Context: an optimization exercise on an open-source flow, tuned for small area. The choices shown serve that exercise and are no tape-out recipe.
Only simulation tests tie the RTL to the original design; equivalence was not proved.
Power is estimated from default activity; no workload was simulated.

// temp_monitor
module temp_monitor(
    input         CLK100MHZ,         
    input         reset,             
    input         enable,            
    input  [12:0] manualSwitch,
    input         TMP_SDA_in,        
    output        TMP_SDA_out,       
    output        TMP_SDA_oe,        
    output        TMP_SCL,           
    output [6:0]  CA,                
    output [7:0]  AN,                
    output        dp,
    output        R,G,B,
    output [15:0] LED                
    );
Settings: LEC_CHECK=0, ABC_AREA=1, CAP_MARGIN=20, CORE_MARGIN=2, CORE_UTILIZATION=70, CTS_BUF_LIST=sky130_fd_sc_hd__clkbuf_8, CTS_CLUSTER_SIZE=15, SLEW_MARGIN=20; clock period 10.0 ns.
standard.sh (not shown) runs the stock make flow with config.mk's settings and CLKGATE_MAP_FILE= SYNTH_SCRIPT=/design/flow/synth_recipe.tcl, a recipe that flattens the netlist after the stock synthesis.
==> flow/flow/run.sh <==
#!/bin/bash
# Own layout flow: the standard synthesis, then its combinational logic is
# re-mapped with a stronger ABC script (registers untouched), then the standard
# ORFS layout with the smallest buffer on the ports.
set -euo pipefail
W=$(pwd)
PLAT=$FLOW_HOME/platforms/$FLOW_PLATFORM
LIB=$PLAT/lib/sky130_fd_sc_hd__tt_025C_1v80.lib
RES=$W/orfs/results/$FLOW_PLATFORM/temp_monitor/base

# 1. standard synthesis (reference registers and names)
bash standard.sh synth > $W/log_1_standard_synth.txt 2>&1
cp $RES/1_2_yosys.v $W/std_1_2_yosys.v

# 2. re-map the combinational logic
python3 flow/cellmap.py $LIB > $W/cellmap.v
cat > $W/resyn.ys <<EOS
read_verilog $W/cellmap.v
read_liberty -lib -ignore_redef $LIB
read_verilog $W/std_1_2_yosys.v
hierarchy -top $FLOW_TOP
flatten
opt -purge
techmap
opt -fast -purge
read_liberty -lib -overwrite $LIB
abc -script $W/flow/resyn.abc -liberty $LIB -dont_use *probe* -dont_use *lpflow*
splitnets
opt_clean -purge
hilomap -singleton -hicell sky130_fd_sc_hd__conb_1 HI -locell sky130_fd_sc_hd__conb_1 LO
insbuf -buf sky130_fd_sc_hd__buf_1 A X
check -assert -mapped
tee -o $W/resyn_stat.txt stat -liberty $LIB
write_verilog -noattr -nohex -nodec $W/resyn.v
EOS
yosys -s $W/resyn.ys > $W/log_2_resyn.txt 2>&1
cp $W/resyn.v $RES/1_2_yosys.v
rm -f $RES/1_synth.odb $RES/1_synth.sdc

# 3. standard layout from the re-mapped netlist
export BUFFER_PORTS_ARGS="-buffer_cell sky130_fd_sc_hd__buf_1"
bash standard.sh > $W/log_3_layout.txt 2>&1
Other scripts of this flow, unchanged in this note and not shown: flow/flow/cellmap.py, flow/flow/resyn.abc
==> next run, changes <==
--- a/flow/flow/run.sh
+++ b/flow/flow/run.sh
@@ -41,2 +41,3 @@
 export BUFFER_PORTS_ARGS="-buffer_cell sky130_fd_sc_hd__buf_1"
+export CTS_ARGS="-sink_clustering_enable -repair_clock_nets -sink_clustering_size 20 -buf_list sky130_fd_sc_hd__clkbuf_8 -dont_use_dummy_load"
 bash standard.sh > $W/log_3_layout.txt 2>&1
What happened: Wire length fell by 2.5%; power fell by 8.6%; cell count falls by 1.2%; via count is lower by 0.79%.
==> next run, changes <==
--- a/flow/flow/run.sh
+++ b/flow/flow/run.sh
@@ -41,3 +41,3 @@
 export BUFFER_PORTS_ARGS="-buffer_cell sky130_fd_sc_hd__buf_1"
-export CTS_ARGS="-sink_clustering_enable -repair_clock_nets -sink_clustering_size 20 -buf_list sky130_fd_sc_hd__clkbuf_8 -dont_use_dummy_load"
+export CTS_ARGS="-sink_clustering_enable -repair_clock_nets -sink_clustering_size 40 -buf_list sky130_fd_sc_hd__clkbuf_8 -dont_use_dummy_load"
 bash standard.sh > $W/log_3_layout.txt 2>&1
=>
- The new run finished clean
- total power stays the same
- cell count does not change
- die area does not change
- non-clock buffer count does not change
- clock power barely changes

---

temp_monitor, a different RTL version from the one above (not shown whole).
Size: about 55 I/O pins, roughly 3800 um2 of cells after synthesis.
Settings: LEC_CHECK=0, ABC_AREA=1, CAP_MARGIN=20, CORE_MARGIN=2, CORE_UTILIZATION=70, CTS_BUF_LIST=sky130_fd_sc_hd__clkbuf_8, CTS_CLUSTER_SIZE=15, SLEW_MARGIN=20; clock period 10.0 ns.
==> flow/flow/run.sh <==
#!/bin/bash
# Own layout flow: the standard synthesis, then its combinational logic is
# re-mapped with a stronger ABC script (registers untouched), then the standard
# ORFS layout with the smallest buffer on the ports.
set -euo pipefail
W=$(pwd)
PLAT=$FLOW_HOME/platforms/$FLOW_PLATFORM
LIB=$PLAT/lib/sky130_fd_sc_hd__tt_025C_1v80.lib
RES=$W/orfs/results/$FLOW_PLATFORM/temp_monitor/base

# 1. standard synthesis (reference registers and names)
bash standard.sh synth > $W/log_1_standard_synth.txt 2>&1
cp $RES/1_2_yosys.v $W/std_1_2_yosys.v

# 2. re-map the combinational logic: four ABC runs with different seeds,
#    keep the smallest
python3 flow/cellmap.py $LIB > $W/cellmap.v
for S in 1 2 3 4; do
  sed "s/@SEED@/$S/" flow/resyn.abc > $W/resyn_$S.abc
  cat > $W/resyn_$S.ys <<EOS
read_verilog $W/cellmap.v
read_liberty -lib -ignore_redef $LIB
read_verilog $W/std_1_2_yosys.v
hierarchy -top $FLOW_TOP
flatten
opt -purge
techmap
opt -fast -purge
read_liberty -lib -overwrite $LIB
abc -script $W/resyn_$S.abc -liberty $LIB -dont_use *probe* -dont_use *lpflow*
splitnets
opt_clean -purge
hilomap -singleton -hicell sky130_fd_sc_hd__conb_1 HI -locell sky130_fd_sc_hd__conb_1 LO
insbuf -buf sky130_fd_sc_hd__buf_1 A X
check -assert -mapped
tee -o $W/resyn_stat_$S.txt stat -liberty $LIB
write_verilog -noattr -nohex -nodec $W/resyn_$S.v
EOS
  yosys -s $W/resyn_$S.ys > $W/log_2_resyn_$S.txt 2>&1 &
done
wait
BEST=$(for S in 1 2 3 4; do
  if [[ -s $W/resyn_$S.v ]]; then
    echo "$(awk '/Chip area/ {print $NF}' $W/resyn_stat_$S.txt) $S"
  fi
done | sort -g | head -1 | awk '{print $2}')
echo "best resynthesis: seed $BEST" > $W/log_2_resyn_best.txt
cat $W/resyn_stat_*.txt >> $W/log_2_resyn_best.txt
cp $W/resyn_$BEST.v $RES/1_2_yosys.v
rm -f $RES/1_synth.odb $RES/1_synth.sdc

# 3. standard layout from the re-mapped netlist
export BUFFER_PORTS_ARGS="-buffer_cell sky130_fd_sc_hd__buf_1"
export CTS_ARGS="-sink_clustering_enable -repair_clock_nets -sink_clustering_size 20 -buf_list sky130_fd_sc_hd__clkbuf_8 -dont_use_dummy_load"
bash standard.sh > $W/log_3_layout.txt 2>&1
==> flow/flow/resyn.abc <==
&get -n
&deepsyn -T 60 -S @SEED@
&put
dch -f
amap -F 50 -A 50
topo
Other scripts of this flow, unchanged in this note and not shown: flow/flow/cellmap.py
The starting point produced a clean layout.
Then changed:
==> flow/flow/resyn.abc (replaced) <==
&get -n
&deepsyn -T 60 -S @SEED@
&put
dch -f
amap -F 50 -A 50
topo
upsize -D 6000
dnsize -D 6000
CORE_UTILIZATION = 80   (was 70)
Effect:
- worst hold slack got worse by 0.0064 ns
- first-iteration DRC count rose by about 60%
- cell area fell by 2.4%
- setup slack improved by 0.0055 ns
- clock-buffer cell count is unchanged
- die area fell by about 12%
- cell count fell by 3.2%
- critical path depth fell by 8
- total power fell by about 0.9%
- non-clock buffer count fell by 1
Then changed:
CORE_UTILIZATION = 45   (was 80)
Outcome: Cell count goes up by roughly a tenth. Setup slack improved by 0.12 ns. Power decreases slightly. Clock-buffer cell count is unchanged. Register-to-register slack gains 0.20 ns. Core utilization came out lower by 37 points. Wire length is lower by roughly a tenth. Worst hold slack degrades by 0.0066 ns. Design area is higher slightly. First-iteration DRC count went down by well over a third. Non-clock buffer count increases by 1.
Then changed:
--- a/flow/flow/run.sh
+++ b/flow/flow/run.sh
@@ -15 +15 @@
-# 2. re-map the combinational logic: four ABC runs with different seeds,
+# 2. re-map the combinational logic: eight ABC runs with different seeds,
@@ -18 +18 @@
-for S in 1 2 3 4; do
+for S in 1 2 3 4 5 6 7 8; do
@@ -39,0 +40 @@
+  if [[ $S == 4 ]]; then wait; fi
@@ -42 +43 @@
-BEST=$(for S in 1 2 3 4; do
+BEST=$(for S in 1 2 3 4 5 6 7 8; do
CORE_UTILIZATION = 70   (was 45)
Core utilization climbs by 29 points; setup slack gets better by 0.039 ns; clock power increases by a few percent; count of clock-buffer cells in the layout does not change; design area goes down slightly; first-iteration DRC count goes up by well over a third; power rises slightly; flip-flop and latch count does not change; area after synthesis is unchanged; combinational power went up by a few percent; fmax rises slightly.
Then changed:
--- a/flow/flow/run.sh
+++ b/flow/flow/run.sh
@@ -15 +15 @@
-# 2. re-map the combinational logic: eight ABC runs with different seeds,
+# 2. re-map the combinational logic: four ABC runs with different seeds,
@@ -18 +18 @@
-for S in 1 2 3 4 5 6 7 8; do
+for S in 1 2 3 4; do
@@ -40 +39,0 @@
-  if [[ $S == 4 ]]; then wait; fi
@@ -43 +42 @@
-BEST=$(for S in 1 2 3 4 5 6 7 8; do
+BEST=$(for S in 1 2 3 4; do
Result:
- clock-buffer cell count does not change
- cell count does not change
- combinational power hardly moves
- die area does not change
- wire length stays the same

==> separate check: timing with driven ports <==
The results above use ideal ports. As a check the final layouts listed here were re-extracted and re-timed, cells and wires unchanged.
Step 1: set_driving_cell puts a clkbuf_16 on CLK100MHZ and a buf_2 on each other input, an assumption about the parent block.
Step 2 moves the port delays by t, midway between the first and last clock arrival at a register: inputs arrive t later, outputs are due t later. That takes back most of the time a late clock gives input paths.
a / b / c = no drivers / after step 1 / after step 2; a / b = the first two.
run | shift t [ns] | slack for setup (ns) | worst data-port slew with drivers (ns)
the first run of note 1 | 0.368 | 0.880 / 0.889 / 0.520 | 0.04
the second run of note 1 | 0.371 | 0.897 / 0.905 / 0.534 | 0.04
the third run of note 1 | 0.371 | 0.897 / 0.905 / 0.534 | 0.04
the first run of note 2 | 0.357 | 0.824 / 0.825 / 0.468 | 0.03
the second run of note 2 | 0.373 | 0.829 / 0.838 / 0.464 | 0.04
the third run of note 2 | 0.352 | 0.950 / 0.952 / 0.601 | 0.04
the fourth run of note 2 | 0.373 | 0.989 / 0.995 / 0.622 | 0.04
the fifth run of note 2 | 0.373 | 0.989 / 0.995 / 0.622 | 0.04
After both steps setup and hold are still met in every run listed.
